Background: an optimization exercise with open tools, aiming at small area. Do not read the settings as production practice.
The RTL was checked by simulation tests, not by an equivalence proof against the original design.
No activity file was given, so power comes from the tool's default toggle rates.

==> design/flow/design.v <==
module snitch #(
  parameter logic [31:0] BootAddr  = 32'h0000_1000,
  parameter logic [31:0] MTVEC     = BootAddr,  
  parameter bit          RVE       = 0,    
  parameter bit          RVFD      = 0     
) (
  input  logic          clk_i,
  input  logic          rst_i,
  input  logic [31:0]   hart_id_i,
  output logic [31:0]   inst_addr_o,
  input  logic [31:0]   inst_data_i,
  output logic          inst_valid_o,
  input  logic          inst_ready_i,
  output logic [31:0]   acc_qaddr_o,
  output logic [4:0]    acc_qid_o,
  output logic [31:0]   acc_qdata_op_o,
  output logic [63:0]   acc_qdata_arga_o,
  output logic [63:0]   acc_qdata_argb_o,
  output logic [63:0]   acc_qdata_argc_o,
  output logic          acc_qvalid_o,
  input  logic          acc_qready_i,
  input  logic [63:0]   acc_pdata_i,
  input  logic [4:0]    acc_pid_i,
  input  logic          acc_perror_i,
  input  logic          acc_pvalid_i,
  output logic          acc_pready_o,
  output logic [31:0]   data_qaddr_o,
  output logic          data_qwrite_o,
  output logic [3:0]    data_qamo_o,
  output logic [63:0]   data_qdata_o,
  output logic [7:0]    data_qstrb_o,
  output logic          data_qvalid_o,
  input  logic          data_qready_i,
  input  logic [63:0]   data_pdata_i,
  input  logic          data_perror_i,
  input  logic          data_pvalid_i,
  output logic          data_pready_o,
  input  logic          wake_up_sync_i,  
  output logic [2:0]    fpu_rnd_mode_o,
  input  logic [4:0]    fpu_status_i,
  output logic [3:0]    core_events_o
);
  localparam logic [3:0] Add = 4'd0, Sub = 4'd1, Slt = 4'd2, Sltu = 4'd3, Sll = 4'd4,
                         Srl = 4'd5, Sra = 4'd6, LXor = 4'd7, LOr = 4'd8, LAnd = 4'd9,
                         LNAnd = 4'd10, Eq = 4'd11, Neq = 4'd12, Ge = 4'd13, Geu = 4'd14,
                         BypassA = 4'd15;
  localparam logic [3:0] None = 4'd0, Reg = 4'd1, IImmediate = 4'd2, UImmediate = 4'd3,
                         JImmediate = 4'd4, SImmediate = 4'd5, SFImmediate = 4'd6, PC = 4'd7,
                         CSR = 4'd8, CSRImmmediate = 4'd9;
  localparam logic [1:0] Consec = 2'd0, Alu = 2'd1, Exception = 2'd2;
  localparam logic [1:0] RdAlu = 2'd0, RdConsecPC = 2'd1, RdBypass = 2'd2;
  localparam logic [1:0] Byte = 2'b00, HalfWord = 2'b01, Word = 2'b10;
  localparam logic [3:0] AMONone = 4'h0, AMOSwap = 4'h1, AMOAdd = 4'h2, AMOAnd = 4'h3,
                         AMOOr = 4'h4, AMOXor = 4'h5, AMOMax = 4'h6, AMOMaxu = 4'h7,
                         AMOMin = 4'h8, AMOMinu = 4'h9, AMOLR = 4'hA, AMOSC = 4'hB;
  logic [31:0] pc_q, pc_d;
  logic [31:1] pc_hi_q;
  assign pc_q = {pc_hi_q, 1'b0};
  logic        wfi_q, wfi_d;
  logic [31:1] sb_q, sb_d;
  logic [2:0]  frm_q, frm_d;
  logic [4:0]  fflags_q, fflags_d;
  logic        laq_full_q, laq_full_d;
  logic [4:0]  laq_tag_q;
  logic        laq_sext_q;
  logic [2:0]  laq_off_q;
  logic [1:0]  laq_size_q;
  logic [31:0] mem_q [1:31];
  logic legal;
  logic d_opa_reg, d_opa_csri, d_opa_pc, d_opb_rdy, d_opb_reg, d_opb_csr, d_imm_i, d_imm_s, d_imm_u, d_imm_j, d_alu_sub, d_alu_uns, d_shift_left, d_shift_arith, d_cmp_ge, d_cmp_eq, d_cmp_inv, d_lu_tt0, d_lu_tt1, d_lu_tt2, d_lu_tt3, d_wb_pc, d_wb_csr, d_wb_add, d_wb_shr, d_wb_shl, d_wb_lu, d_wb_cmp, d_next_pc_alu, d_zero_lsb, d_is_branch, d_write_rd, d_is_load, d_is_store, d_is_signed, d_ls_size0, d_ls_size1, d_ls_amo0, d_ls_amo1, d_ls_amo2, d_ls_amo3, d_acc_off, d_acc_register_rd, d_csr_en, d_is_wfi;
  assign legal = ((inst_data_i & 32'h0000005f) == 32'h00000017) |
      ((inst_data_i & 32'h0000007f) == 32'h0000000b) |
      ((inst_data_i & 32'h0000007f) == 32'h0000006f) |
      ((inst_data_i & 32'h0000107f) == 32'h00000013) |
      ((inst_data_i & 32'h0000207f) == 32'h00000003) |
      ((inst_data_i & 32'h0000207f) == 32'h00000063) |
      ((inst_data_i & 32'h0000207f) == 32'h00002013) |
      ((inst_data_i & 32'h0000207f) == 32'h00002073) |
      ((inst_data_i & 32'h0000306f) == 32'h00000003) |
      ((inst_data_i & 32'h0000306f) == 32'h00001063) |
      ((inst_data_i & 32'h0000407f) == 32'h00004063) |
      ((inst_data_i & 32'h0000505f) == 32'h00000003) |
      ((inst_data_i & 32'h0000506f) == 32'h00000003) |
      ((inst_data_i & 32'h0000507f) == 32'h00001073) |
      ((inst_data_i & 32'h0000603f) == 32'h00000023) |
      ((inst_data_i & 32'h0000605f) == 32'h00000003) |
      ((inst_data_i & 32'h0000605f) == 32'h00002007) |
      ((inst_data_i & 32'h0000705b) == 32'h00002003) |
      ((inst_data_i & 32'h0000707b) == 32'h00000063) |
      ((inst_data_i & 32'h0000707f) == 32'h0000000f) |
      ((inst_data_i & 32'h04000073) == 32'h00000043) |
      ((inst_data_i & 32'h1800707f) == 32'h0000202f) |
      ((inst_data_i & 32'h7c00507f) == 32'h20000053) |
      ((inst_data_i & 32'h7c00607f) == 32'h20000053) |
      ((inst_data_i & 32'h7e00307f) == 32'h02000033) |
      ((inst_data_i & 32'h7ff0007f) == 32'h40100053) |
      ((inst_data_i & 32'h7ff0007f) == 32'h42000053) |
      ((inst_data_i & 32'hbc00707f) == 32'h00005013) |
      ((inst_data_i & 32'hbe00707f) == 32'h00000033) |
      ((inst_data_i & 32'hbe00707f) == 32'h00005033) |
      ((inst_data_i & 32'hd600307f) == 32'h82000033) |
      ((inst_data_i & 32'hda00307f) == 32'h82000033) |
      ((inst_data_i & 32'hdc00307f) == 32'h84000033) |
      ((inst_data_i & 32'hdc00307f) == 32'h88000033) |
      ((inst_data_i & 32'hde00707f) == 32'h90000033) |
      ((inst_data_i & 32'he400007f) == 32'h00000053) |
      ((inst_data_i & 32'he600307f) == 32'h82000033) |
      ((inst_data_i & 32'he800707f) == 32'h0800202f) |
      ((inst_data_i & 32'hea00707f) == 32'ha0000033) |
      ((inst_data_i & 32'hede0007f) == 32'hc0000053) |
      ((inst_data_i & 32'hee00307f) == 32'h8c000033) |
      ((inst_data_i & 32'heff0707f) == 32'he0000053) |
      ((inst_data_i & 32'hf000707f) == 32'h0000202f) |
      ((inst_data_i & 32'hf400307f) == 32'ha0000033) |
      ((inst_data_i & 32'hf400607f) == 32'h20000053) |
      ((inst_data_i & 32'hf600307f) == 32'h84000033) |
      ((inst_data_i & 32'hf800307f) == 32'ha0000033) |
      ((inst_data_i & 32'hf9f0707f) == 32'h1000202f) |
      ((inst_data_i & 32'hfa00307f) == 32'h88000033) |
      ((inst_data_i & 32'hfa00307f) == 32'h9a000033) |
      ((inst_data_i & 32'hfc00007f) == 32'h00000033) |
      ((inst_data_i & 32'hfc00305f) == 32'h00001013) |
      ((inst_data_i & 32'hfc00307f) == 32'h90000033) |
      ((inst_data_i & 32'hfc00307f) == 32'h9c000033) |
      ((inst_data_i & 32'hfdf0007f) == 32'h58000053) |
      ((inst_data_i & 32'hfdf0707f) == 32'he0001053) |
      ((inst_data_i & 32'hfe003077) == 32'h02000033) |
      ((inst_data_i & 32'hfe004077) == 32'h02004033) |
      ((inst_data_i & 32'hffefffff) == 32'h00000073) |
      ((inst_data_i & 32'hfff0007f) == 32'h46600053) |
      ((inst_data_i & 32'hfff0607f) == 32'he0000053) |
      ((inst_data_i & 32'hfff0707f) == 32'h44305053) |
      ((inst_data_i & 32'hfff0707f) == 32'h8e000033) |
      ((inst_data_i & 32'hfff0707f) == 32'h98100033) |
      ((inst_data_i & 32'hffffffff) == 32'h10500073);
  assign d_opa_reg = ((inst_data_i & 32'h00000038) == 32'h00000020) |
      ((inst_data_i & 32'h00000058) == 32'h00000000) |
      ((inst_data_i & 32'h00000064) == 32'h00000000) |
      ((inst_data_i & 32'h00002044) == 32'h00002000) |
      ((inst_data_i & 32'h00002050) == 32'h00002000) |
      ((inst_data_i & 32'h00005068) == 32'h00001060) |
      ((inst_data_i & 32'h00005070) == 32'h00001070) |
      ((inst_data_i & 32'h00006070) == 32'h00002070) |
      ((inst_data_i & 32'h80000044) == 32'h00000000) |
      ((inst_data_i & 32'h90000070) == 32'h90000050) |
      ((inst_data_i & 32'h90004050) == 32'h90000050);
  assign d_opa_csri = ((inst_data_i & 32'h00006070) == 32'h00004070) |
      ((inst_data_i & 32'h00104070) == 32'h00104070) |
      ((inst_data_i & 32'h00204070) == 32'h00204070) |
      ((inst_data_i & 32'h00404070) == 32'h00404070) |
      ((inst_data_i & 32'h00804070) == 32'h00804070) |
      ((inst_data_i & 32'h01004070) == 32'h01004070) |
      ((inst_data_i & 32'h02004070) == 32'h02004070) |
      ((inst_data_i & 32'h04004070) == 32'h00004070) |
      ((inst_data_i & 32'h0c204050) == 32'h04004050) |
      ((inst_data_i & 32'h1c004050) == 32'h0c004050) |
      ((inst_data_i & 32'h34004050) == 32'h14004050) |
      ((inst_data_i & 32'h60004050) == 32'h20004050) |
      ((inst_data_i & 32'ha0004050) == 32'ha0004050);
  assign d_opa_pc = ((inst_data_i & 32'h00000034) == 32'h00000014) |
      ((inst_data_i & 32'h00000068) == 32'h00000068);
  assign d_opb_rdy = ((inst_data_i & 32'h00000034) == 32'h00000020) |
      ((inst_data_i & 32'h00000068) == 32'h00000028) |
      ((inst_data_i & 32'h00004038) == 32'h00004020) |
      ((inst_data_i & 32'h80000064) == 32'h00000020) |
      ((inst_data_i & 32'h82003024) == 32'h02000020);
  assign d_opb_reg = ((inst_data_i & 32'h00000074) == 32'h00000060) |
      ((inst_data_i & 32'h00004038) == 32'h00004020) |
      ((inst_data_i & 32'h80000074) == 32'h00000030) |
      ((inst_data_i & 32'h80004064) == 32'h00004020) |
      ((inst_data_i & 32'h82003034) == 32'h02000030);
  assign d_opb_csr = ((inst_data_i & 32'h00006070) == 32'h00002070) |
      ((inst_data_i & 32'h00102070) == 32'h00102070) |
      ((inst_data_i & 32'h00202070) == 32'h00202070) |
      ((inst_data_i & 32'h00402070) == 32'h00402070) |
      ((inst_data_i & 32'h00802070) == 32'h00802070) |
      ((inst_data_i & 32'h01002070) == 32'h01002070) |
      ((inst_data_i & 32'h02002070) == 32'h02002070) |
      ((inst_data_i & 32'h04002070) == 32'h00002070) |
      ((inst_data_i & 32'h0e002050) == 32'h04002050) |
      ((inst_data_i & 32'h1c002050) == 32'h0c002050) |
      ((inst_data_i & 32'h34002050) == 32'h14002050) |
      ((inst_data_i & 32'h70002050) == 32'h30002050) |
      ((inst_data_i & 32'he0002050) == 32'he0002050);
  assign d_imm_i = ((inst_data_i & 32'h0000006c) == 32'h00000000) |
      ((inst_data_i & 32'h0000006c) == 32'h00000064) |
      ((inst_data_i & 32'h00000074) == 32'h00000010) |
      ((inst_data_i & 32'h00000078) == 32'h00000000);
  assign d_imm_s = ((inst_data_i & 32'h00000078) == 32'h00000020) |
      ((inst_data_i & 32'h00002070) == 32'h00000020) |
      ((inst_data_i & 32'h00006038) == 32'h00002020);
  assign d_imm_u = ((inst_data_i & 32'h00000014) == 32'h00000014);
  assign d_imm_j = ((inst_data_i & 32'h00000068) == 32'h00000068);
  assign d_alu_sub = ((inst_data_i & 32'h00000074) == 32'h00000060) |
      ((inst_data_i & 32'h00004038) == 32'h00004020) |
      ((inst_data_i & 32'h00006074) == 32'h00002010) |
      ((inst_data_i & 32'h02006054) == 32'h00002010) |
      ((inst_data_i & 32'h40003034) == 32'h40000030);
  assign d_alu_uns = ((inst_data_i & 32'h00006038) == 32'h00006020) |
      ((inst_data_i & 32'h00007074) == 32'h00003010) |
      ((inst_data_i & 32'h02007064) == 32'h00003020);
  assign d_shift_left = ((inst_data_i & 32'h00007074) == 32'h00001010) |
      ((inst_data_i & 32'h02007054) == 32'h00001010);
  assign d_shift_arith = ((inst_data_i & 32'h40003054) == 32'h40001010) |
      ((inst_data_i & 32'h40004064) == 32'h40004020);
  assign d_cmp_ge = ((inst_data_i & 32'h00005038) == 32'h00005020);
  assign d_cmp_eq = ((inst_data_i & 32'h00004074) == 32'h00000060);
  assign d_cmp_inv = ((inst_data_i & 32'h00005038) == 32'h00005020) |
      ((inst_data_i & 32'h00005074) == 32'h00000060);
  assign d_lu_tt0 = 1'b0;
  assign d_lu_tt1 = ((inst_data_i & 32'h00005074) == 32'h00004010) |
      ((inst_data_i & 32'h00006070) == 32'h00002070) |
      ((inst_data_i & 32'h00102070) == 32'h00102070) |
      ((inst_data_i & 32'h00202070) == 32'h00202070) |
      ((inst_data_i & 32'h00402070) == 32'h00402070) |
      ((inst_data_i & 32'h00802070) == 32'h00802070) |
      ((inst_data_i & 32'h01002070) == 32'h01002070) |
      ((inst_data_i & 32'h02002070) == 32'h02002070) |
      ((inst_data_i & 32'h04002070) == 32'h00002070) |
      ((inst_data_i & 32'h0e002050) == 32'h04002050) |
      ((inst_data_i & 32'h1c002050) == 32'h0c002050) |
      ((inst_data_i & 32'h34002050) == 32'h14002050) |
      ((inst_data_i & 32'h70002050) == 32'h30002050) |
      ((inst_data_i & 32'h82005064) == 32'h00004020) |
      ((inst_data_i & 32'he0002050) == 32'he0002050);
  assign d_lu_tt2 = ((inst_data_i & 32'h00000004) == 32'h00000004) |
      ((inst_data_i & 32'h00000010) == 32'h00000000) |
      ((inst_data_i & 32'h00000060) == 32'h00000040) |
      ((inst_data_i & 32'h00001000) == 32'h00000000) |
      ((inst_data_i & 32'h00002000) == 32'h00000000) |
      ((inst_data_i & 32'h00004040) == 32'h00000000) |
      ((inst_data_i & 32'h02000060) == 32'h02000020) |
      ((inst_data_i & 32'hfff04040) == 32'h7c004040);
  assign d_lu_tt3 = ((inst_data_i & 32'h00000004) == 32'h00000004) |
      ((inst_data_i & 32'h00000010) == 32'h00000000) |
      ((inst_data_i & 32'h00000060) == 32'h00000040) |
      ((inst_data_i & 32'h00001040) == 32'h00001000) |
      ((inst_data_i & 32'h00002040) == 32'h00000040) |
      ((inst_data_i & 32'h00002040) == 32'h00002000) |
      ((inst_data_i & 32'h00003000) == 32'h00001000) |
      ((inst_data_i & 32'h00003000) == 32'h00002000) |
      ((inst_data_i & 32'h00004040) == 32'h00000000) |
      ((inst_data_i & 32'h00005000) == 32'h00000000) |
      ((inst_data_i & 32'h00006000) == 32'h00000000) |
      ((inst_data_i & 32'h02000060) == 32'h02000020) |
      ((inst_data_i & 32'h02002020) == 32'h02000020) |
      ((inst_data_i & 32'h80002020) == 32'h80000020) |
      ((inst_data_i & 32'hfff06000) == 32'h7c006000);
  assign d_wb_pc = ((inst_data_i & 32'h00000064) == 32'h00000064) |
      ((inst_data_i & 32'h00000068) == 32'h00000068);
  assign d_wb_csr = ((inst_data_i & 32'h00003070) == 32'h00001070) |
      ((inst_data_i & 32'h00005070) == 32'h00001070) |
      ((inst_data_i & 32'h00006070) == 32'h00002070) |
      ((inst_data_i & 32'h00104070) == 32'h00104070) |
      ((inst_data_i & 32'h00200070) == 32'h00200070) |
      ((inst_data_i & 32'h00500070) == 32'h00400070) |
      ((inst_data_i & 32'h00800070) == 32'h00800070) |
      ((inst_data_i & 32'h01000070) == 32'h01000070) |
      ((inst_data_i & 32'h02000070) == 32'h02000070) |
      ((inst_data_i & 32'h04004070) == 32'h00004070) |
      ((inst_data_i & 32'h0c200050) == 32'h04000050) |
      ((inst_data_i & 32'h1c000050) == 32'h0c000050) |
      ((inst_data_i & 32'h34000050) == 32'h14000050) |
      ((inst_data_i & 32'h70000050) == 32'h30000050) |
      ((inst_data_i & 32'h88000050) == 32'h88000050);
  assign d_wb_add = ((inst_data_i & 32'h00000014) == 32'h00000014) |
      ((inst_data_i & 32'h00000030) == 32'h00000000) |
      ((inst_data_i & 32'h00000058) == 32'h00000000) |
      ((inst_data_i & 32'h00000060) == 32'h00000040) |
      ((inst_data_i & 32'h00002050) == 32'h00000000) |
      ((inst_data_i & 32'h00006018) == 32'h00002000) |
      ((inst_data_i & 32'h00007010) == 32'h00000010) |
      ((inst_data_i & 32'h00007040) == 32'h00000000) |
      ((inst_data_i & 32'h02000070) == 32'h02000030) |
      ((inst_data_i & 32'h02002060) == 32'h02000020) |
      ((inst_data_i & 32'h02004060) == 32'h02004020) |
      ((inst_data_i & 32'h04003020) == 32'h04001000) |
      ((inst_data_i & 32'h20006020) == 32'h20000000) |
      ((inst_data_i & 32'h80002060) == 32'h80000020) |
      ((inst_data_i & 32'h80006020) == 32'h80000000) |
      ((inst_data_i & 32'h80006040) == 32'h80000000) |
      ((inst_data_i & 32'h88000060) == 32'h88000020) |
      ((inst_data_i & 32'h90000060) == 32'h90000020) |
      ((inst_data_i & 32'hfff06050) == 32'h7c006050);
  assign d_wb_shr = ((inst_data_i & 32'h00007074) == 32'h00005010) |
      ((inst_data_i & 32'h02007064) == 32'h00005020);
  assign d_wb_shl = ((inst_data_i & 32'h00007074) == 32'h00001010) |
      ((inst_data_i & 32'h02007054) == 32'h00001010);
  assign d_wb_lu = ((inst_data_i & 32'h00005074) == 32'h00004010) |
      ((inst_data_i & 32'h00006068) == 32'h00002028) |
      ((inst_data_i & 32'h00006074) == 32'h00006010) |
      ((inst_data_i & 32'h02006064) == 32'h00006020) |
      ((inst_data_i & 32'h08000068) == 32'h08000028) |
      ((inst_data_i & 32'h10000068) == 32'h10000028) |
      ((inst_data_i & 32'h82005064) == 32'h00004020);
  assign d_wb_cmp = ((inst_data_i & 32'h00000074) == 32'h00000060) |
      ((inst_data_i & 32'h00004038) == 32'h00004020) |
      ((inst_data_i & 32'h00006074) == 32'h00002010) |
      ((inst_data_i & 32'h02006054) == 32'h00002010);
  assign d_next_pc_alu = ((inst_data_i & 32'h00000064) == 32'h00000064) |
      ((inst_data_i & 32'h00000068) == 32'h00000068);
  assign d_zero_lsb = ((inst_data_i & 32'h0000006c) == 32'h00000064);
  assign d_is_branch = ((inst_data_i & 32'h00000074) == 32'h00000060) |
      ((inst_data_i & 32'h00004038) == 32'h00004020);
  assign d_write_rd = ((inst_data_i & 32'h00000014) == 32'h00000014) |
      ((inst_data_i & 32'h00000068) == 32'h00000068) |
      ((inst_data_i & 32'h00000070) == 32'h00000010) |
      ((inst_data_i & 32'h00002024) == 32'h00000024) |
      ((inst_data_i & 32'h00003070) == 32'h00001070) |
      ((inst_data_i & 32'h00005070) == 32'h00001070) |
      ((inst_data_i & 32'h00006060) == 32'h00002060) |
      ((inst_data_i & 32'h00104070) == 32'h00104070) |
      ((inst_data_i & 32'h00200070) == 32'h00200070) |
      ((inst_data_i & 32'h00400070) == 32'h00400070) |
      ((inst_data_i & 32'h00800070) == 32'h00800070) |
      ((inst_data_i & 32'h01000070) == 32'h01000070) |
      ((inst_data_i & 32'h02000070) == 32'h02000070) |
      ((inst_data_i & 32'h06002030) == 32'h00002030) |
      ((inst_data_i & 32'h0e002010) == 32'h04002010) |
      ((inst_data_i & 32'h1c002010) == 32'h0c002010) |
      ((inst_data_i & 32'h34002010) == 32'h14002010) |
      ((inst_data_i & 32'h78000010) == 32'h38000010) |
      ((inst_data_i & 32'h82000050) == 32'h00000010) |
      ((inst_data_i & 32'h82004060) == 32'h00004020) |
      ((inst_data_i & 32'hc8000010) == 32'hc8000010) |
      ((inst_data_i & 32'hd0000030) == 32'h10000030);
  assign d_is_load = ((inst_data_i & 32'h0000007c) == 32'h00000000) |
      ((inst_data_i & 32'h00002078) == 32'h00000000) |
      ((inst_data_i & 32'h00006068) == 32'h00002028) |
      ((inst_data_i & 32'h08000068) == 32'h08000028) |
      ((inst_data_i & 32'h10000068) == 32'h10000028);
  assign d_is_store = ((inst_data_i & 32'h00000074) == 32'h00000020) |
      ((inst_data_i & 32'h00002070) == 32'h00000020);
  assign d_is_signed = ((inst_data_i & 32'h0000407c) == 32'h00000000) |
      ((inst_data_i & 32'h00006068) == 32'h00002028) |
      ((inst_data_i & 32'h00006078) == 32'h00000000) |
      ((inst_data_i & 32'h08000068) == 32'h08000028) |
      ((inst_data_i & 32'h10000068) == 32'h10000028);
  assign d_ls_size0 = ((inst_data_i & 32'h00003058) == 32'h00001000);
  assign d_ls_size1 = ((inst_data_i & 32'h0000205c) == 32'h00002000) |
      ((inst_data_i & 32'h00006068) == 32'h00002028) |
      ((inst_data_i & 32'h08000068) == 32'h08000028) |
      ((inst_data_i & 32'h10000068) == 32'h10000028);
  assign d_ls_amo0 = ((inst_data_i & 32'h08000068) == 32'h08000028) |
      ((inst_data_i & 32'h60000068) == 32'h60000028) |
      ((inst_data_i & 32'ha0000068) == 32'h20000028) |
      ((inst_data_i & 32'ha0000068) == 32'h80000028) |
      ((inst_data_i & 32'hc0000068) == 32'hc0000028);
  assign d_ls_amo1 = ((inst_data_i & 32'h10000068) == 32'h10000028) |
      ((inst_data_i & 32'h60000068) == 32'h60000028) |
      ((inst_data_i & 32'ha0000068) == 32'ha0000028) |
      ((inst_data_i & 32'he8006068) == 32'h00002028);
  assign d_ls_amo2 = ((inst_data_i & 32'h60000068) == 32'h20000028) |
      ((inst_data_i & 32'ha0000068) == 32'ha0000028) |
      ((inst_data_i & 32'he0000068) == 32'h40000028);
  assign d_ls_amo3 = ((inst_data_i & 32'h10000068) == 32'h10000028) |
      ((inst_data_i & 32'ha0000068) == 32'h80000028);
  assign d_acc_off = ((inst_data_i & 32'h0000000c) == 32'h00000008) |
      ((inst_data_i & 32'h00000060) == 32'h00000040) |
      ((inst_data_i & 32'h0000201c) == 32'h00002004) |
      ((inst_data_i & 32'h02000074) == 32'h02000030) |
      ((inst_data_i & 32'h02003034) == 32'h02000030) |
      ((inst_data_i & 32'h02004064) == 32'h02004020) |
      ((inst_data_i & 32'h80003034) == 32'h80000030) |
      ((inst_data_i & 32'hfff06050) == 32'h7c006050);
  assign d_acc_register_rd = ((inst_data_i & 32'h82000074) == 32'h02000030) |
      ((inst_data_i & 32'h82003034) == 32'h02000030) |
      ((inst_data_i & 32'h82004064) == 32'h02004020) |
      ((inst_data_i & 32'h90000070) == 32'h80000050) |
      ((inst_data_i & 32'hc0000070) == 32'h80000050);
  assign d_csr_en = ((inst_data_i & 32'h00003070) == 32'h00001070) |
      ((inst_data_i & 32'h00005070) == 32'h00001070) |
      ((inst_data_i & 32'h00006070) == 32'h00002070) |
      ((inst_data_i & 32'h00104070) == 32'h00104070) |
      ((inst_data_i & 32'h00200070) == 32'h00200070) |
      ((inst_data_i & 32'h00500070) == 32'h00400070) |
      ((inst_data_i & 32'h00800070) == 32'h00800070) |
      ((inst_data_i & 32'h01000070) == 32'h01000070) |
      ((inst_data_i & 32'h02000070) == 32'h02000070) |
      ((inst_data_i & 32'h04004070) == 32'h00004070) |
      ((inst_data_i & 32'h0c200050) == 32'h04000050) |
      ((inst_data_i & 32'h1c000050) == 32'h0c000050) |
      ((inst_data_i & 32'h34000050) == 32'h14000050) |
      ((inst_data_i & 32'h70000050) == 32'h30000050) |
      ((inst_data_i & 32'h88000050) == 32'h88000050);
  assign d_is_wfi = ((inst_data_i & 32'h10003070) == 32'h10000070);
  logic uses_rd, write_rd, is_load, is_store, is_signed, acc_off, acc_register_rd, csr_en, is_wfi;
  logic is_branch, zero_lsb;
  logic [1:0] ls_size;
  logic [3:0] ls_amo;
  assign uses_rd = legal;
  assign write_rd = d_write_rd;
  assign is_load = d_is_load;
  assign is_store = d_is_store;
  assign is_signed = d_is_signed;
  assign acc_off = d_acc_off;
  assign acc_register_rd = d_acc_register_rd;
  assign csr_en = d_csr_en;
  assign is_wfi = d_is_wfi;
  assign is_branch = d_is_branch;
  assign zero_lsb = d_zero_lsb;
  assign ls_size = {d_ls_size1, d_ls_size0};
  assign ls_amo = {d_ls_amo3, d_ls_amo2, d_ls_amo1, d_ls_amo0};
  logic [4:0] rd, rs1, rs2;
  assign rd  = inst_data_i[11:7];
  assign rs1 = inst_data_i[19:15];
  assign rs2 = inst_data_i[24:20];
  logic [31:1] rsel_a, rsel_b;
  logic [31:0] rdata_a, rdata_b;
  always_comb begin
    for (int unsigned k = 1; k < 32; k++) begin
      rsel_a[k] = (rs1 == k);
      rsel_b[k] = (rs2 == k);
    end
  end
  for (genvar b = 0; b < 32; b++) begin : gen_rf_rd
    logic [31:1] col;
    for (genvar k = 1; k < 32; k++) begin : gen_col
      assign col[k] = mem_q[k][b];
    end
    snitch_rf_bit i_rd_a (.d_i(col), .sel_i(rsel_a), .q_o(rdata_a[b]));
    snitch_rf_bit i_rd_b (.d_i(col), .sel_i(rsel_b), .q_o(rdata_b[b]));
  end
  logic [31:1] rdsel;
  always_comb begin
    for (int unsigned k = 1; k < 32; k++) rdsel[k] = (rd == k);
  end
  logic valid_instr, stall, lsu_stall, acc_stall;
  logic opa_ready, opb_ready, dst_ready;
  logic lsu_qvalid, lsu_qready;
  logic [32:0] adder_result;
  logic [31:0] csr_rvalue;
  assign opa_ready = ~d_opa_reg | ~|(sb_q & rsel_a);
  assign opb_ready = ~d_opb_rdy | ~|(sb_q & rsel_b);
  assign dst_ready = uses_rd & ~|(sb_q & rdsel);
  assign valid_instr = inst_ready_i & ~wfi_q & opa_ready & opb_ready & dst_ready;
  assign acc_qvalid_o = acc_off & valid_instr;
  assign acc_stall = acc_qvalid_o & ~acc_qready_i;
  assign lsu_stall = lsu_qvalid & ~lsu_qready;
  assign stall = ~valid_instr | lsu_stall | acc_stall;
  assign core_events_o = {3'b000, ~stall};
  assign inst_addr_o = pc_q;
  assign inst_valid_o = ~wfi_q;
  assign fpu_rnd_mode_o = frm_q;
  logic opa_is_reg, opa_is_pc, opa_is_csri;
  logic opb_is_reg, opb_is_imm, opb_is_csr;
  logic imm_i, imm_s, imm_u, imm_j;
  assign opa_is_reg  = d_opa_reg;
  assign opa_is_pc   = d_opa_pc;
  assign opa_is_csri = d_opa_csri;
  assign opb_is_reg  = d_opb_reg;
  assign opb_is_csr  = d_opb_csr;
  assign imm_i = d_imm_i;
  assign imm_s = d_imm_s;
  assign imm_u = d_imm_u;
  assign imm_j = d_imm_j;
  assign opb_is_imm = imm_i | imm_s | imm_u | imm_j;
  logic [31:0] bimm;
  assign bimm = {{20{inst_data_i[31]}}, inst_data_i[7], inst_data_i[30:25], inst_data_i[11:8], 1'b0};
  logic [31:0] imm;
  always_comb begin
    imm[31:20] = imm_u ? inst_data_i[31:20] : {12{inst_data_i[31]}};
    imm[19:12] = (imm_u | imm_j) ? inst_data_i[19:12] : {8{inst_data_i[31]}};
    imm[11] = imm_j ? inst_data_i[20] : (imm_u ? 1'b0 : inst_data_i[31]);
    imm[10:5] = imm_u ? 6'b0 : inst_data_i[30:25];
    imm[4:1] = imm_s ? inst_data_i[11:8] : (imm_u ? 4'b0 : inst_data_i[24:21]);
    imm[0] = imm_s ? inst_data_i[7] : (imm_i ? inst_data_i[20] : 1'b0);
  end
  logic [31:0] opa, opb;
  assign opa = ({32{opa_is_reg}} & rdata_a) | ({32{opa_is_pc}} & pc_q) |
               ({32{opa_is_csri}} & {27'b0, rs1});
  assign opb = ({32{opb_is_reg}} & rdata_b) | ({32{opb_is_imm}} & imm) |
               ({32{opb_is_csr}} & csr_rvalue);
  logic alu_sub, alu_sext;
  assign alu_sub = d_alu_sub;
  assign alu_sext = ~d_alu_uns;
  logic [32:0] alu_opa, alu_opb;
  assign alu_opa = {alu_sext & opa[31], opa};
  assign alu_opb = {alu_sext & opb[31], opb} ^ {33{alu_sub}};
  assign adder_result = alu_opa + alu_opb + {32'b0, alu_sub};
  logic shift_left, shift_arith;
  logic [31:0] shift_opa, shift_rres, shift_lres;
  assign shift_left = d_shift_left;
  assign shift_arith = d_shift_arith;
  for (genvar i = 0; i < 32; i++) begin : gen_rev
    assign shift_opa[i] = shift_left ? opa[31-i] : opa[i];
    assign shift_lres[i] = shift_rres[31-i];
  end
  logic [32:0] shift_ext;
  assign shift_ext = $unsigned($signed({shift_opa[31] & shift_arith, shift_opa}) >>> opb[4:0]);
  assign shift_rres = shift_ext[31:0];
  logic [3:0] lu_tt;
  assign lu_tt = {d_lu_tt3, d_lu_tt2, d_lu_tt1, d_lu_tt0};
  logic [31:0] lu;
  for (genvar i = 0; i < 32; i++) begin : gen_lu
    assign lu[i] = lu_tt[{opa[i], opb[i]}];
  end
  logic cmp_res;
  assign cmp_res = (d_cmp_eq ? |adder_result[31:0] : adder_result[32]) ^ d_cmp_inv;
  logic csr_hartid, csr_fflags, csr_frm, csr_fcsr;
  assign csr_hartid = csr_en & (inst_data_i[31:20] == 12'hf14);
  assign csr_fflags = csr_en & (inst_data_i[31:20] == 12'h001);
  assign csr_frm    = csr_en & (inst_data_i[31:20] == 12'h002);
  assign csr_fcsr   = csr_en & (inst_data_i[31:20] == 12'h003);
  assign csr_rvalue = ({32{csr_hartid}} & hart_id_i) |
                      ({32{csr_fflags}} & {27'b0, fflags_q}) |
                      ({32{csr_frm}} & {29'b0, frm_q}) |
                      ({32{csr_fcsr}} & {24'b0, frm_q, fflags_q});
  logic [7:0] csr_wdata;
  assign csr_wdata = lu[7:0];
  always_comb begin
    frm_d = frm_q;
    fflags_d = fflags_q | fpu_status_i;
    if (valid_instr) begin
      if (csr_fflags) fflags_d = csr_wdata[4:0];
      if (csr_frm) frm_d = csr_wdata[2:0];
      if (csr_fcsr) {frm_d, fflags_d} = csr_wdata[7:0];
    end
  end
  logic [31:0] consec_pc;
  assign consec_pc = pc_q + ((is_branch & cmp_res) ? bimm : 32'd4);
  always_comb begin
    pc_d = pc_q;
    if (!stall) begin
      if (d_next_pc_alu) pc_d = {adder_result[31:1], adder_result[0] & ~zero_lsb};
      else pc_d = consec_pc;
    end
  end
  always_comb begin
    wfi_d = wake_up_sync_i ? 1'b0 : wfi_q;
    if (is_wfi & valid_instr) wfi_d = 1'b1;
  end
  logic [31:0] lsu_addr;
  assign lsu_addr = adder_result[31:0];
  assign lsu_qvalid = valid_instr & (is_load | is_store);
  assign data_qvalid_o = lsu_qvalid & (is_store | ~laq_full_q);
  assign data_qwrite_o = is_store;
  assign data_qaddr_o = {lsu_addr[31:3], 3'b0};
  assign data_qamo_o = ls_amo;
  always_comb begin
    unique case (ls_size)
      2'b00: data_qstrb_o = (8'b1 << lsu_addr[2:0]);
      2'b01: data_qstrb_o = (8'b11 << lsu_addr[2:0]);
      2'b10: data_qstrb_o = (8'b1111 << lsu_addr[2:0]);
      default: data_qstrb_o = '1;
    endcase
  end
  logic [31:0] st_rot;
  always_comb begin
    unique case (lsu_addr[1:0])
      2'b00: st_rot = rdata_b;
      2'b01: st_rot = {rdata_b[23:0], rdata_b[31:24]};
      2'b10: st_rot = {rdata_b[15:0], rdata_b[31:16]};
      default: st_rot = {rdata_b[7:0], rdata_b[31:8]};
    endcase
  end
  assign data_qdata_o = {st_rot, st_rot};
  assign lsu_qready = ~(data_qvalid_o & ~data_qready_i) & (is_store | ~laq_full_q);
  logic laq_push, laq_pop;
  assign laq_push = ~is_store & data_qready_i & data_qvalid_o & ~laq_full_q;
  assign laq_pop = data_pvalid_i & data_pready_o;
  always_comb begin
    laq_full_d = laq_full_q;
    if (laq_push) laq_full_d = 1'b1;
    else if (laq_pop) laq_full_d = 1'b0;
  end
  logic [55:0] ld_s1;
  logic [39:0] ld_s2;
  logic [31:0] ld_s3, ld_result;
  assign ld_s1 = laq_off_q[2] ? {24'b0, data_pdata_i[63:32]} : data_pdata_i[55:0];
  assign ld_s2 = laq_off_q[1] ? ld_s1[55:16] : ld_s1[39:0];
  assign ld_s3 = laq_off_q[0] ? ld_s2[39:8] : ld_s2[31:0];
  always_comb begin
    unique case (laq_size_q)
      2'b00: ld_result = {{24{ld_s3[7] & laq_sext_q}}, ld_s3[7:0]};
      2'b01: ld_result = {{16{ld_s3[15] & laq_sext_q}}, ld_s3[15:0]};
      default: ld_result = ld_s3;
    endcase
  end
  assign acc_qaddr_o = hart_id_i;
  assign acc_qid_o = rd;
  assign acc_qdata_op_o = inst_data_i;
  assign acc_qdata_arga_o = {{32{rdata_a[31]}}, rdata_a};
  assign acc_qdata_argb_o = {{32{rdata_b[31]}}, rdata_b};
  assign acc_qdata_argc_o = {32'b0, adder_result[31:0]};
  logic retire_i, retire_load, retire_acc;
  assign retire_i = write_rd & valid_instr & (rd != 5'd0);
  assign retire_load = ~retire_i & data_pvalid_i;
  assign retire_acc = ~retire_i & ~data_pvalid_i & acc_pvalid_i;
  assign data_pready_o = retire_load;
  assign acc_pready_o = retire_acc;
  logic wb_add, wb_shr, wb_shl, wb_lu, wb_cmp, wb_pc, wb_csr;
  assign wb_pc  = d_wb_pc;
  assign wb_csr = d_wb_csr;
  assign wb_add = d_wb_add;
  assign wb_shr = d_wb_shr;
  assign wb_shl = d_wb_shl;
  assign wb_lu  = d_wb_lu;
  assign wb_cmp = d_wb_cmp;
  logic [31:0] alu_writeback;
  assign alu_writeback = ({32{wb_add}} & adder_result[31:0]) | ({32{wb_shr}} & shift_rres) |
                         ({32{wb_shl}} & shift_lres) | ({32{wb_lu}} & lu) |
                         ({32{wb_pc}} & consec_pc) | ({32{wb_csr}} & csr_rvalue) |
                         {31'b0, wb_cmp & cmp_res};
  logic gpr_we;
  logic [4:0] gpr_waddr;
  logic [31:0] gpr_wdata;
  assign gpr_we = retire_i | data_pvalid_i | acc_pvalid_i;
  always_comb begin
    if (retire_i) begin
      gpr_waddr = rd;
      gpr_wdata = alu_writeback;
    end else if (data_pvalid_i) begin
      gpr_waddr = laq_tag_q;
      gpr_wdata = ld_result;
    end else begin
      gpr_waddr = acc_pid_i;
      gpr_wdata = acc_pdata_i[31:0];
    end
  end
  always_comb begin
    sb_d = sb_q;
    for (int unsigned k = 1; k < 32; k++) begin
      if (retire_load && laq_tag_q == k) sb_d[k] = 1'b0;
      if ((is_load | acc_register_rd) && !stall && rdsel[k]) sb_d[k] = 1'b1;
      if (retire_acc && acc_pid_i == k) sb_d[k] = 1'b0;
    end
  end
  always_ff @(posedge clk_i) begin
    if (rst_i) begin
      pc_hi_q <= BootAddr[31:1];
      wfi_q <= 1'b0;
      sb_q <= '0;
      frm_q <= '0;
      fflags_q <= '0;
      laq_full_q <= 1'b0;
    end else begin
      pc_hi_q <= pc_d[31:1];
      wfi_q <= wfi_d;
      sb_q <= sb_d;
      frm_q <= frm_d;
      fflags_q <= fflags_d;
      laq_full_q <= laq_full_d;
    end
  end
  always_ff @(posedge clk_i) begin
    if (laq_push) begin
      laq_tag_q <= rd;
      laq_sext_q <= is_signed;
      laq_off_q <= lsu_addr[2:0];
      laq_size_q <= ls_size;
    end
  end
  logic [31:1] rf_we, rf_hold;
  always_comb begin
    for (int unsigned k = 1; k < 32; k++) begin
      rf_we[k] = gpr_we & (gpr_waddr == k);
      rf_hold[k] = ~rf_we[k];
    end
  end
  for (genvar k = 1; k < 32; k++) begin : gen_rf
    logic [31:0] mem_d;
    for (genvar b = 0; b < 32; b++) begin : gen_bit
      snitch_rf_wr i_wr (.we_i(rf_we[k]), .hold_i(rf_hold[k]), .d_i(gpr_wdata[b]),
                         .q_i(mem_q[k][b]), .q_o(mem_d[b]));
    end
    always_ff @(posedge clk_i) begin
      mem_q[k] <= mem_d;
    end
  end
endmodule
module snitch_rf_bit (
  input  logic [31:1] d_i,
  input  logic [31:1] sel_i,
  output logic        q_o
);
  logic [10:0] n;
  for (genvar g = 0; g < 10; g++) begin : gen_aoi
    snitch_rf_aoi3 i_aoi (.d_i(d_i[3*g+3:3*g+1]), .sel_i(sel_i[3*g+3:3*g+1]), .q_no(n[g]));
  end
  snitch_rf_nand2 i_nand (.a_i(d_i[31]), .b_i(sel_i[31]), .q_no(n[10]));
  snitch_rf_or11 i_or (.n_i(n), .q_o(q_o));
endmodule
module snitch_rf_aoi3 (
  input  logic [2:0] d_i,
  input  logic [2:0] sel_i,
  output logic       q_no
);
  assign q_no = ~|(d_i & sel_i);
endmodule
module snitch_rf_nand2 (
  input  logic a_i,
  input  logic b_i,
  output logic q_no
);
  assign q_no = ~(a_i & b_i);
endmodule
module snitch_rf_or11 (
  input  logic [10:0] n_i,
  output logic        q_o
);
  assign q_o = ~&n_i;
endmodule
module snitch_rf_wr (
  input  logic we_i,
  input  logic hold_i,
  input  logic d_i,
  input  logic q_i,
  output logic q_o
);
  assign q_o = (we_i & d_i) | (hold_i & q_i);
endmodule
==> design/flow/flow/run.sh <==
#!/bin/bash
# Layout: the standard ORFS flow (standard.sh). Synthesis runs unchanged; the
# later steps change a few ORFS settings:
#  - port buffers use the smallest buffer cell;
#  - the buffers ABC inserted are removed before placement (repair_design
#    re-buffers what needs it);
#  - the largest buffers and inverters are kept out of repair (added to the
#    platform's don't-use list), so high-fanout nets get moderate buffers;
#  - clock tree synthesis with small clock buffers and no dummy loads.
# make's output goes to synth.log and standard.log; each tool's log is in orfs/logs.
set -euo pipefail
bash standard.sh synth > synth.log 2>&1
bash standard.sh \
  "DONT_USE_CELLS=sky130_fd_sc_hd__probe_p_8 sky130_fd_sc_hd__probec_p_8 sky130_fd_sc_hd__lpflow_bleeder_1 sky130_fd_sc_hd__lpflow_clkbufkapwr_1 sky130_fd_sc_hd__lpflow_clkbufkapwr_16 sky130_fd_sc_hd__lpflow_clkbufkapwr_2 sky130_fd_sc_hd__lpflow_clkbufkapwr_4 sky130_fd_sc_hd__lpflow_clkbufkapwr_8 sky130_fd_sc_hd__lpflow_clkinvkapwr_1 sky130_fd_sc_hd__lpflow_clkinvkapwr_16 sky130_fd_sc_hd__lpflow_clkinvkapwr_2 sky130_fd_sc_hd__lpflow_clkinvkapwr_4 sky130_fd_sc_hd__lpflow_clkinvkapwr_8 sky130_fd_sc_hd__lpflow_decapkapwr_12 sky130_fd_sc_hd__lpflow_decapkapwr_3 sky130_fd_sc_hd__lpflow_decapkapwr_4 sky130_fd_sc_hd__lpflow_decapkapwr_6 sky130_fd_sc_hd__lpflow_decapkapwr_8 sky130_fd_sc_hd__lpflow_inputiso0n_1 sky130_fd_sc_hd__lpflow_inputiso0p_1 sky130_fd_sc_hd__lpflow_inputiso1n_1 sky130_fd_sc_hd__lpflow_inputiso1p_1 sky130_fd_sc_hd__lpflow_inputisolatch_1 sky130_fd_sc_hd__lpflow_isobufsrc_1 sky130_fd_sc_hd__lpflow_isobufsrc_16 sky130_fd_sc_hd__lpflow_isobufsrc_2 sky130_fd_sc_hd__lpflow_isobufsrc_4 sky130_fd_sc_hd__lpflow_isobufsrc_8 sky130_fd_sc_hd__lpflow_isobufsrckapwr_16 sky130_fd_sc_hd__lpflow_lsbuf_lh_hl_isowell_tap_1 sky130_fd_sc_hd__lpflow_lsbuf_lh_hl_isowell_tap_2 sky130_fd_sc_hd__lpflow_lsbuf_lh_hl_isowell_tap_4 sky130_fd_sc_hd__lpflow_lsbuf_lh_isowell_4 sky130_fd_sc_hd__lpflow_lsbuf_lh_isowell_tap_1 sky130_fd_sc_hd__lpflow_lsbuf_lh_isowell_tap_2 sky130_fd_sc_hd__lpflow_lsbuf_lh_isowell_tap_4 sky130_fd_sc_hd__buf_12 sky130_fd_sc_hd__buf_16 sky130_fd_sc_hd__bufinv_16 sky130_fd_sc_hd__inv_12 sky130_fd_sc_hd__inv_16" \
  "BUFFER_PORTS_ARGS=-buffer_cell sky130_fd_sc_hd__buf_1" \
  "REMOVE_ABC_BUFFERS=1" \
  "CTS_ARGS=-sink_clustering_enable -repair_clock_nets -dont_use_dummy_load -buf_list {sky130_fd_sc_hd__clkbuf_4 sky130_fd_sc_hd__clkbuf_8}" \
  finish > standard.log 2>&1
==> design/flow/standard.sh <==
#!/bin/bash
# synth_recipe.tcl (not shown) runs the flow's synth.tcl, then flattens the netlist and writes it again
# the make line also repeats each setting of config.mk as NAME=value (left out here)
make -C /OpenROAD-flow-scripts/flow DESIGN_CONFIG=/design/flow/config.mk WORK_HOME=/design/flow/orfs CLKGATE_MAP_FILE= SYNTH_SCRIPT=/design/flow/synth_recipe.tcl "${@:-finish}"
==> design/flow/config.mk <==
export PLATFORM = sky130hd
export DESIGN_NAME = snitch
export DESIGN_NICKNAME = snitch
export VERILOG_FILES = /design/flow/design.v
export SDC_FILE = /design/flow/constraint.sdc
export NUM_CORES = 4
export LEC_CHECK = 0
export CAP_MARGIN = 5
export CORE_MARGIN = 2
export CORE_UTILIZATION = 40
export GPL_TIMING_DRIVEN = 0
export SETUP_SLACK_MARGIN = 0.3
export SLEW_MARGIN = 5
export SYNTH_HIERARCHICAL = 1
==> design/flow/constraint.sdc <==
create_clock -name core_clock -period 16.0 [get_ports {clk_i}]
set_input_delay 3.2000 -clock core_clock [delete_from_list [all_inputs] [get_ports {clk_i}]]
set_output_delay 3.2000 -clock core_clock [all_outputs]
set_load 0.01 [all_outputs]
==> results of run 1 <==
repair_timing:
action	CTS	global route
setup buffers	17	15
cloned	1	2
resized for setup	48	35
setup endpoints to repair	1005	324
pin swaps	10	8
power breakdown:
group          leakage, nW  total (W)  switching [W]  internal (W)
sequential            8.96    0.00383       0.000503       0.00333
combinational         15.5    0.00256        0.00166      0.000901
clock                 1.30    0.00206        0.00107      0.000990
per-module statistics from Yosys (local to each module, per instance), excerpt:
module           cell area (um2)  flops+latches
snitch_rf_nand2             3.75              0
snitch_rf_aoi3              10.0              0
snitch                     39800           1075
snitch_rf_or11              23.8              0
snitch_rf_wr                8.76              0
worst max path at each step:
stage	start	endpoint	slack [ns]	cells after the start
after floorplan	inst_data_i[20]	mem_q[10][31]$_DFF_P_	-1.23	44
after global placement	inst_data_i[20]	mem_q[22][17]$_DFF_P_	-12.91	11
after detailed placement	inst_data_i[20]	mem_q[31][30]$_DFF_P_	-4.19	46
after CTS	inst_data_i[20]	mem_q[31][30]$_DFF_P_	0.33	46
after global routing	inst_data_i[24]	mem_q[9][30]$_DFF_P_	0.27	46
final	inst_data_i[24]	mem_q[12][30]$_DFF_P_	0.33	44
metrics by stage:
step	cells	setup slack [ns]	instance area, um2	utilization [%]	hold WS [ns]
final	8385	0.328	65400	46.4	0.494
after CTS	8336	0.332	65100	46.1	0.496
after detailed placement	8137	-4.19	62300	44.2	0.477
after floorplan	5515	-1.23	54200	-	0.461
after global placement	7957	-12.91	58600	41.5	0.474
after global routing	8367	0.267	65400	46.4	0.506
state kept, by name, indices dropped and copies added, names as in the netlist:
name,flops
laq_sext_q,1
sb_q,31
laq_tag_q,5
laq_size_q,2
fflags_q,5
pc_hi_q,31
laq_off_q,3
laq_full_q,1
wfi_q,1
mem_q,992
frm_q,3
synth_stat cells (25+ instances only):
cell type / n / area [um2]
nor2b_1: 30 / 188
buf_1: 25 / 93.8
clkbuf_1: 194 / 728
dfxtp_1: 1064 / 21300
nor2_1: 303 / 1140
a21o_1: 38 / 285
a221o_1: 29 / 290
a222oi_1: 661 / 6620
o211ai_1: 30 / 225
nor3_1: 51 / 255
a22o_1: 1019 / 8920
buf_4: 237 / 1780
a211oi_1: 49 / 368
ha_1: 63 / 788
a221oi_1: 54 / 473
inv_1: 105 / 394
a21oi_1: 247 / 1240
o22ai_1: 29 / 181
mux2i_1: 232 / 2320
nand2_1: 397 / 1490
o21ai_0: 222 / 1110
mux2_2: 28 / 315
nand2b_1: 35 / 219
xnor2_1: 63 / 552
nand4_1: 156 / 976
a22oi_1: 44 / 330
or3_1: 83 / 519
nand3_1: 134 / 671
cells by family (layout without fill, tap and decap cells):
logic type,Yosys count,count (layout),share of synthesized area [%]
AO/OA/AOI/OAI,2572,2575,37.6
XOR/XNOR,88,88,1.38
adder cells (fa/ha/maj),65,65,1.46
buffers and inverters,569,1057,5.37
flip-flops,1075,1075,38.2
multiplexers,270,270,5.03
other,1,69,0.00662
AND/OR/NAND/NOR,1296,1296,11.0
per-layer routing:
layer  vias to the layer above  GRT usage (%)  share of wire [%]
met3                      1367           15.2                 15
met1                     30400           51.2                 35
met5                         -              0              0.044
met2                      5811           58.9                 40
li1                      25600              -                  -
met4                        22           35.5                 10
cell type report:
| class | instances | area share [%] |
|---|---|---|
| well taps | 1890 | 3.61 |
| clock buffers | 181 | 3.81 |
| inverters | 110 | 0.635 |
| flip-flops and latches | 1075 | 33.1 |
| repair buffers | 766 | 7.56 |
| diodes | 30 | 0.115 |
| multi-input cells | 4333 | 51.2 |
worst max-delay path, delay by kind of cell:
kind	cells	cell delay [ns]
AO/OA/AOI/OAI	24	5.90
buffers and inverters	3	0.87
XOR/XNOR	3	0.72
adder cells (fa/ha/maj)	2	0.65
AND/OR/NAND/NOR	12	4.98
==> out/metrics.cfg, run 1 <==
[layout]
seqCellArea_um2 = 21600
area_delta_synth_final_pct = 15.5
fillerInstances = 13400
mostFrequentLayoutCells = dfxtp_1, a22o_1, a222oi_1, buf_1, nand2_1
final_common_cell = dfxtp_1
multi_input_area_um2 = 33500
drive_above_1_share_pct = 11.0
final_nets = 6744

[timing]
slew_headroom_pct = 1.57
skew_ns = 0.120
slew_viol_final = 0
tightestPinTransition_ns = 1.46
finalHoldViolCount = 0
final.min_clock_period_ns = 15.67
rsz0062_at_grt = no
setup_viol = 0
max_freq_mhz = 63.8
setup_tns_ns = 0
post-route-period-util_pct = 97.9

[worst_setup_path]
regToRegStartpoint = mem_q[16][3]$_DFF_P_
max_stage_delay_ns = 0.71
reg2reg_depth = 40
end_kind = register
path_max_fanout = 17
cp-start-kind = input port
critical_path_required_ns = 16.74
r2r_end = mem_q[12][30]$_DFF_P_
reg2reg_slack_ns = 3.78
criticalPathCategory = input port to register
cp.arrival_ns = 16.41
cpMostUsedCell = a21oi_1
cp_slowest_cell = or3_1

[place]
io_buffers = 552
place_congestion = 1.01
dp_hpwl_mm = 225

[clock_tree]
cts.sinks = 1075
cts_buffers = 181
cts_hold_buf = 0
cts_max_level = 4
clk_latency_ns = 0.93
cts_buffer_depth = 3
cts.clk_slew.worst_paths_ns = 0.06
clockRootBuffer = clkbuf_8
cts_tree = done

[die]
fp.dieArea_um2 = 145000
die_w_um = 380
start_util_pct = 40.2
ioPinCount = 626
core_um2 = 141000
die_h_um = 380
rows = 138

[synth]
async_flop_share_pct = 0
yosys_warnings = 9
synth_edf_count = 11
synthFlopType = dfxtp_1
syn_inst = 5936
synth_area_um2 = 56600
synth_cell_types = 87
ys_seq_area_share_pct = 38.2
synth_seq_cells = 1075
syn_area_per_cell_um2 = 9.54

[drt]
drcViolationCount = 0
dr.pass1.iters = 12
antenna_left = 0
wl_per_cell_um = 38.5
vias = 63200
drt_iter0_markers = 13900
viasPerCell = 7.54
route.final.wire_length_mm = 323

[outcome]
failed_checks = max-capacitance violations
outcome = finished with violations

[global_routing]
antenna_found_initial = 40
grt_max_degree = 44
grt-ovfl-total = 0
grt_pass1_wl_mm = 444
first_global_vias = 57300
track_usage_pct = 42.1

[power_and_ir_drop]
ir_drop_mv = 0.0843
p_leak_nw = 25.7
finalPower_w = 0.00846
power.density_nw_per_um2 = 129

[flow_run]
maxCapViolCount = 1

[hold_path]
hold-path-endpoint = mem_q[31][21]$_DFF_P_
min-delay-start = mem_q[31][21]$_DFF_P_
hold_depth = 1
hp-class = register to register

==> run 2: changes to the inputs <==
--- a/design/flow/flow/run.sh
+++ b/design/flow/flow/run.sh
@@ -8,3 +8,2 @@
 #    platform's don't-use list), so high-fanout nets get moderate buffers;
-#  - clock tree synthesis with small clock buffers and no dummy loads.
 # make's output goes to synth.log and standard.log; each tool's log is in orfs/logs.
@@ -16,3 +15,2 @@
   "REMOVE_ABC_BUFFERS=1" \
-  "CTS_ARGS=-sink_clustering_enable -repair_clock_nets -dont_use_dummy_load -buf_list {sky130_fd_sc_hd__clkbuf_4 sky130_fd_sc_hd__clkbuf_8}" \
   finish > standard.log 2>&1
--- a/design/flow/config.mk
+++ b/design/flow/config.mk
@@ -11,3 +11,3 @@
 export GPL_TIMING_DRIVEN = 0
-export SETUP_SLACK_MARGIN = 0.3
+export SETUP_SLACK_MARGIN = 0.5
 export SLEW_MARGIN = 5
==> out/metrics.cfg, run 2 <==
[outcome]
outcome = finished with violations
failed_checks = max-capacitance violations, max-slew violations

[place]
dp_hpwl_mm = 225
io_buffers = 552
place_congestion = 1.01
placed_cell_area_um2 = 62300
place_ws_ns = -4.19

[timing]
slew_viol_final = 5
rsz0062_at_grt = no
setup_viol = 0
finalHoldViolCount = 0
final.min_clock_period_ns = 15.40
timing.final.ws_setup_ns = 0.595
post-route-period-util_pct = 96.3
skew_ns = 0.0591
slew_headroom_pct = -4.97
max_freq_mhz = 64.9
tightestPinTransition_ns = 1.56

[power_and_ir_drop]
p_leak_nw = 26.3
p_comb_share_pct = 28.1
pwr-share-seq_pct = 42.0
power.density_nw_per_um2 = 136
p_sw_share_pct = 36.9
switching_power_w = 0.00337
ir_drop_mv = 0.116
p_int_w = 0.00575
pwr-share-clk_pct = 29.9

[global_routing]
grt-ovfl-total = 0
antenna_found_initial = 26
first_global_vias = 56700
grt_max_degree = 44
track_usage_pct = 41.9
grt_pass1_wl_mm = 442

[layout]
finalCoreUtilization_pct = 47.4
largest_reg_flops = 992
drive_above_1_share_pct = 11.3
fillerInstances = 13300
largest-register = mem_q
design_area_um2 = 66900
mostFrequentLayoutCells = dfxtp_1, a22o_1, a222oi_1, buf_1, nand2_1
final_nets = 6677
final_common_cell = dfxtp_1
area_delta_synth_final_pct = 18.1
reg_top3 = mem_q x992, pc_hi_q x31, sb_q x31

[synth]
yosys_warnings = 9
synth_top_cell_by_area = dfxtp_1
yosysMostFrequentCell = dfxtp_1
syn_area_per_cell_um2 = 9.54
syn_inst = 5936
synthFlopType = dfxtp_1
synth_seq_cells = 1075
synth_cell_types = 87
ys_seq_area_share_pct = 38.2
synthTopCellsByArea = dfxtp_1, a22o_1, a222oi_1
synth_top_cell_area_share_pct = 37.6
synth_edf_count = 11
async_flop_share_pct = 0
synth_common_cells = dfxtp_1, a22o_1, a222oi_1
synth_area_um2 = 56600

[worst_setup_path]
cpMostUsedCell = a21oi_1
crit_family = compound AO/OA/AOI/OAI gates
cp_slowest_cell = nor2_4
critical_path_required_ns = 16.67
path_buf_inv = 6
path_max_fanout = 29
max_stage_delay_ns = 0.69
criticalPathCategory = input port to register
cp-start-kind = input port
cp.arrival_ns = 16.07
end_kind = register

[flow_run]
maxCapViolCount = 2

[die]
rows = 138
fp.dieArea_um2 = 145000
die_w_um = 380
start_util_pct = 40.2
ioPinCount = 626
die_h_um = 380
core_um2 = 141000

[drt]
antenna_left = 0
dr.pass1.iters = 17
met2_length_mm = 129
vias = 62800
route.met3.wl_mm = 47.0
drcViolationCount = 0
route.final.wire_length_mm = 322
drt-met1-wl_mm = 113
dr.max_layer_used = met5
drt_iter0_markers = 13400
viasPerCell = 7.48
wl_per_cell_um = 38.4

[clock_tree]
cts.sinks = 1075
cts_buffers = 114
cts_buffer_depth = 3
clockRootBuffer = clkbuf_16
cts.clk_slew.worst_paths_ns = 0.06
cts_max_level = 3
cts_tree = done
clk_latency_ns = 0.78

[hold_path]
hp-class = register to register

==> run 2: cell count changes in the layout (fill, tap and decap cells not counted), sizes merged <==
| cell | delta |
|---|---|
| clkinv | +30 |
| clkbuf | -12 |
| clkinvlp | +9 |
| diode | -8 |
| buf | -1 |
| clkdlybuf4s15 | +1 |
| dlymetal6s2s | -1 |
| o21a | -1 |
==> run 2: timing repair <==
action | CTS | global route
gates resized for setup | 72 | 40
setup endpoints to repair | 1033 | 323
pin swaps | 17 | 9
hold buffers | 0 | 0
setup buffers | 25 | 9
gates cloned | 1 | 1
hold endpoints to repair | 0 | 0
==> run 2: path summary, 6_finish.rpt <==
path,slack (ns),to,cells past startpoint,from
worst max-delay path,0.60,mem_q[3][31]$_DFF_P_,48,inst_data_i[24]
worst min register to register,0.49,mem_q[31][15]$_DFF_P_,1,mem_q[31][15]$_DFF_P_
worst max register to register,3.94,mem_q[3][31]$_DFF_P_,44,mem_q[7][2]$_DFF_P_
worst min-delay path,0.49,mem_q[31][15]$_DFF_P_,1,mem_q[31][15]$_DFF_P_
==> run 2: per-stage QoR <==
step | total power, W | std cells | hold WS [ns] | TNS, ns
5_1_grt | 0.00936 | 8386 | 0.508 | 0
6_report | 0.00912 | 8402 | 0.494 | 0
3_3_place_gp | 0.00613 | 7957 | 0.474 | -
4_1_cts | 0.00895 | 8369 | 0.497 | 0
3_5_place_dp | 0.00624 | 8137 | 0.477 | -2419.45
2_1_floorplan | 0.00509 | 5515 | 0.461 | -483.37
==> run 2: kinds of logic after synthesis <==
group | after synthesis | synth area share, %
buf+inv | 569 | 5.37
mux | 270 | 5.03
simple gates | 1296 | 11.0
flops | 1075 | 38.2
compound gates | 2572 | 37.6
xor+xnor | 88 | 1.38
fa+ha+maj | 65 | 1.46
other cells | 1 | 0.00662
==> run 2: routing by layer <==
metal  vias to the layer above  global-route usage, %
met3                      1333                   14.3
met2                      5687                   59.3
met5                         -                 0.0661
met1                     30200                   51.2
met4                        16                   34.6
li1                      25600                      -
==> run 2: power groups by stage <==
| stage | clock, W | sequential (W) | combinational [W] |
|---|---|---|---|
| detailed placement | 0 | 0.00384 | 0.00240 |
| global placement | 0 | 0.00382 | 0.00232 |
| global route | 0.00283 | 0.00390 | 0.00263 |
| finish | 0.00273 | 0.00383 | 0.00256 |
| CTS | 0.00272 | 0.00380 | 0.00243 |
| floorplan | 0 | 0.00373 | 0.00136 |
==> run 2: area by class of cell <==
class / count / area [um2] / share of cell area, %
antenna: 22 / 55.1 / 0.0823
clock buffer: 167 / 3510 / 5.25
clock inverter: 39 / 333 / 0.498
inverter: 110 / 425 / 0.636
multi-input combinational: 4332 / 33600 / 50.2
sequential: 1075 / 21600 / 32.3
tap: 1890 / 2360 / 3.54
timing repair buffer: 767 / 4980 / 7.45
==> run 2: Yosys stat by module (local to each module, per instance), excerpt <==
module	cell area [um2]	flops+latches	cells inside	times used
snitch_rf_or11	23.8	0	4	64
snitch_rf_wr	8.76	0	1	992
snitch_rf_aoi3	10.0	0	1	640
snitch_rf_nand2	3.75	0	1	64
snitch	39800	1075	3984	1
==> run 3: changes to the inputs <==
==> design/flow/run.sh (new file) <==
#!/bin/bash
# synth_recipe.tcl (not shown) runs the flow's synth.tcl, then flattens the netlist and writes it again
# the make line also repeats each setting of config.mk as NAME=value (left out here)
make -C /OpenROAD-flow-scripts/flow DESIGN_CONFIG=/design/flow/config.mk WORK_HOME=/design/flow/orfs CLKGATE_MAP_FILE= SYNTH_SCRIPT=/design/flow/synth_recipe.tcl finish
--- a/design/flow/config.mk
+++ b/design/flow/config.mk
@@ -7,3 +7,3 @@
 export LEC_CHECK = 0
-export CAP_MARGIN = 5
+export CAP_MARGIN = 20
 export CORE_MARGIN = 2
@@ -11,4 +11,4 @@
 export GPL_TIMING_DRIVEN = 0
-export SETUP_SLACK_MARGIN = 0.5
-export SLEW_MARGIN = 5
+export SETUP_SLACK_MARGIN = 0.3
+export SLEW_MARGIN = 20
 export SYNTH_HIERARCHICAL = 1
removed: design/flow/flow/run.sh
removed: design/flow/standard.sh
==> out/metrics.cfg, run 3 <==
[clock_tree]
clockRootBuffer = clkbuf_16
cts.clk_slew.worst_paths_ns = 0.06
cts_tree = done
cts_max_level = 3
cts_hold_buf = 0
clk_latency_ns = 0.77
cts.sinks = 1075
cts_buffers = 111
cts_buffer_depth = 3

[layout]
drive_above_1_share_pct = 15.0
reg_top3 = mem_q x992, pc_hi_q x31, sb_q x31
final_nets = 7167
largest-register = mem_q
design_area_um2 = 74700
final_common_cell = dfxtp_1
largest_reg_flops = 992
mostFrequentLayoutCells = dfxtp_1, a22o_1, a222oi_1, clkdlybuf4s50_1, nand2_1
area_delta_synth_final_pct = 31.9

[synth]
synth_common_cells = dfxtp_1, a22o_1, a222oi_1
synth_top_cell_by_area = dfxtp_1
synth_edf_count = 11
syn_area_per_cell_um2 = 9.54
yosysMostFrequentCell = dfxtp_1
synthTopCellsByArea = dfxtp_1, a22o_1, a222oi_1
synthFlopType = dfxtp_1
synth_area_um2 = 56600
syn_inst = 5936
synth_top_cell_area_share_pct = 37.6
async_flop_share_pct = 0
ys_seq_area_share_pct = 38.2
synth_cell_types = 87
yosys_warnings = 9
synth_seq_cells = 1075

[place]
io_buffers = 543
place_ws_ns = -3.95
dp_hpwl_mm = 258
place_congestion = 1.07
placed_cell_area_um2 = 69400

[worst_setup_path]
crit_family = compound AO/OA/AOI/OAI gates
max_stage_delay_ns = 0.69
cp-start-kind = input port
critical_path_required_ns = 16.65
path_buf_inv = 5
criticalPathCategory = input port to register
path_max_fanout = 17
end_kind = register
cp_slowest_cell = or3_4
cp.arrival_ns = 16.37

[timing]
rsz0062_at_grt = no
final.min_clock_period_ns = 15.72
post-route-period-util_pct = 98.3
finalHoldViolCount = 0
slew_headroom_pct = 15.9
slew_viol_final = 0
setup_tns_ns = 0
timing.final.ws_setup_ns = 0.275
skew_ns = 0.0545
setup_viol = 0
max_freq_mhz = 63.6
tightestPinTransition_ns = 1.26

[global_routing]
first_global_vias = 60800
grt_pass1_wl_mm = 487
antenna_found_initial = 29
grt_max_degree = 36
grt-ovfl-total = 0
track_usage_pct = 46.7

[die]
ioPinCount = 626
start_util_pct = 40.2
rows = 138
core_um2 = 141000
die_h_um = 380
die_w_um = 380
fp.dieArea_um2 = 145000

[drt]
drt_iter0_markers = 13200
viasPerCell = 7.37
wl_per_cell_um = 40.1
drcViolationCount = 0
vias = 65500
route.final.wire_length_mm = 357
antenna_left = 0
dr.pass1.iters = 14

[flow_run]
maxCapViolCount = 0

[hold_path]
hp-class = register to register

[power_and_ir_drop]
p_leak_nw = 30.1
ir_drop_mv = 0.0987
power.density_nw_per_um2 = 133
finalPower_w = 0.00994

[outcome]
outcome = no timing/DRC/antenna violations

run 3: Yosys stat by module, one instance, submodules excluded, excerpt:
module	area, um2	flops+latches	copies in the design
snitch_rf_or11	23.8	0	64
snitch	39800	1075	1
snitch_rf_nand2	3.75	0	64
snitch_rf_aoi3	10.0	0	640
snitch_rf_wr	8.76	0	992
run 3: per-stage QoR:
stage                     instances  util [%]  hold WS (ns)
after floorplan                5974         -         0.461
after global placement         8407      45.8         0.474
final                          8886      53.0         0.497
after CTS                      8858      52.7         0.498
after global routing           8875      52.9         0.509
after detailed placement       8587      49.2         0.476
run 3: path summary, 6_finish.rpt:
path | startpoint | endpoint | slack [ns] | cells after the start
setup / recovery | inst_data_i[19] | mem_q[7][22]$_DFF_P_ | 0.28 | 43
hold / removal | mem_q[17][18]$_DFF_P_ | mem_q[17][18]$_DFF_P_ | 0.50 | 1
setup reg to reg | mem_q[1][2]$_DFF_P_ | mem_q[7][22]$_DFF_P_ | 3.57 | 42
hold reg to reg | mem_q[17][18]$_DFF_P_ | mem_q[17][18]$_DFF_P_ | 0.50 | 1
run 3: cell families (layout without fill, tap and decap cells):
group / Yosys count / in the layout / synth area share (%)
mux: 270 / 270 / 5.03
flops: 1075 / 1075 / 38.2
compound gates: 2572 / 2573 / 37.6
buf+inv: 569 / 1575 / 5.37
other cells: 1 / 53 / 0.00662
simple gates: 1296 / 1297 / 11.0
xor+xnor: 88 / 88 / 1.38
fa+ha+maj: 65 / 65 / 1.46
run 3: final cells by class:
cell class                      instances  area [um2]
Inverter                              110         429
Timing Repair Buffer                  803       10000
Tap cell                             1890        2360
Buffer                                457        2710
Fill cell                           12800       66400
Antenna cell                           14        35.0
Clock inverter                         43         586
Multi-Input combinational cell       4332       33600
Clock buffer                          162        3350
Sequential cell                      1075       21600
run 3: where the power goes:
group | switching [W] | internal [W]
logic | 0.00188 | 0.00143
clock network | 0.00119 | 0.00160
registers | 0.000507 | 0.00333
total | 0.00358 | 0.00636
run 3: worst register-to-register path, delay by kind of cell (launching register included):
kind,cells,cell delay [ns]
adder cells (fa/ha/maj),2,0.58
flip-flops,1,0.33
buffers and inverters,5,1.29
XOR/XNOR,2,0.32
AO/OA/AOI/OAI,23,6.32
AND/OR/NAND/NOR,10,3.48
run 3: metal layers:
metal	vias up	GRT usage, %	part of all wire, %
met5	-	2.18	0.15
met4	16	41.6	11
met3	1475	15.3	14
met2	5733	67.2	41
met1	31600	55.0	35
li1	26600	-	-
run 3: repair_timing:
action | 4_1_cts | 5_1_grt
gates cloned | 1 | 1
setup buffers | 67 | 12
endpoints found under the hold margin | 0 | 0
pin swaps | 36 | 12
setup endpoints to repair | 1112 | 516
resized for setup | 105 | 75

==> afterwards: timing with drivers on the ports <==
The flow's constraints put no driver on any port. The routed layouts listed below were extracted and timed again, unchanged, in two steps. Step 1 assumes that a clkbuf_16 drives the clock port and a buf_2 every other input. Step 2, shift: input delay + t, output delay - t, t = (earliest + latest rising clock arrival at the registers) / 2. This alone moves slack from input paths to output paths. Three values: ideal, step 1, step 2; two values: the first two.
run | t, ns | setup slack, ns | worst data-port slew with drivers (ns)
run 1 | 0.952 | 0.328 / 0.303 / -0.649 | 0.18
run 2 | 0.843 | 0.595 / 0.516 / -0.326 | 0.16
run 3 | 0.827 | 0.275 / 0.321 / -0.505 | 0.20
For run 1, which loses most, drivers alone change the setup slack by -0.025 ns; drivers and shift together by -0.977 ns.
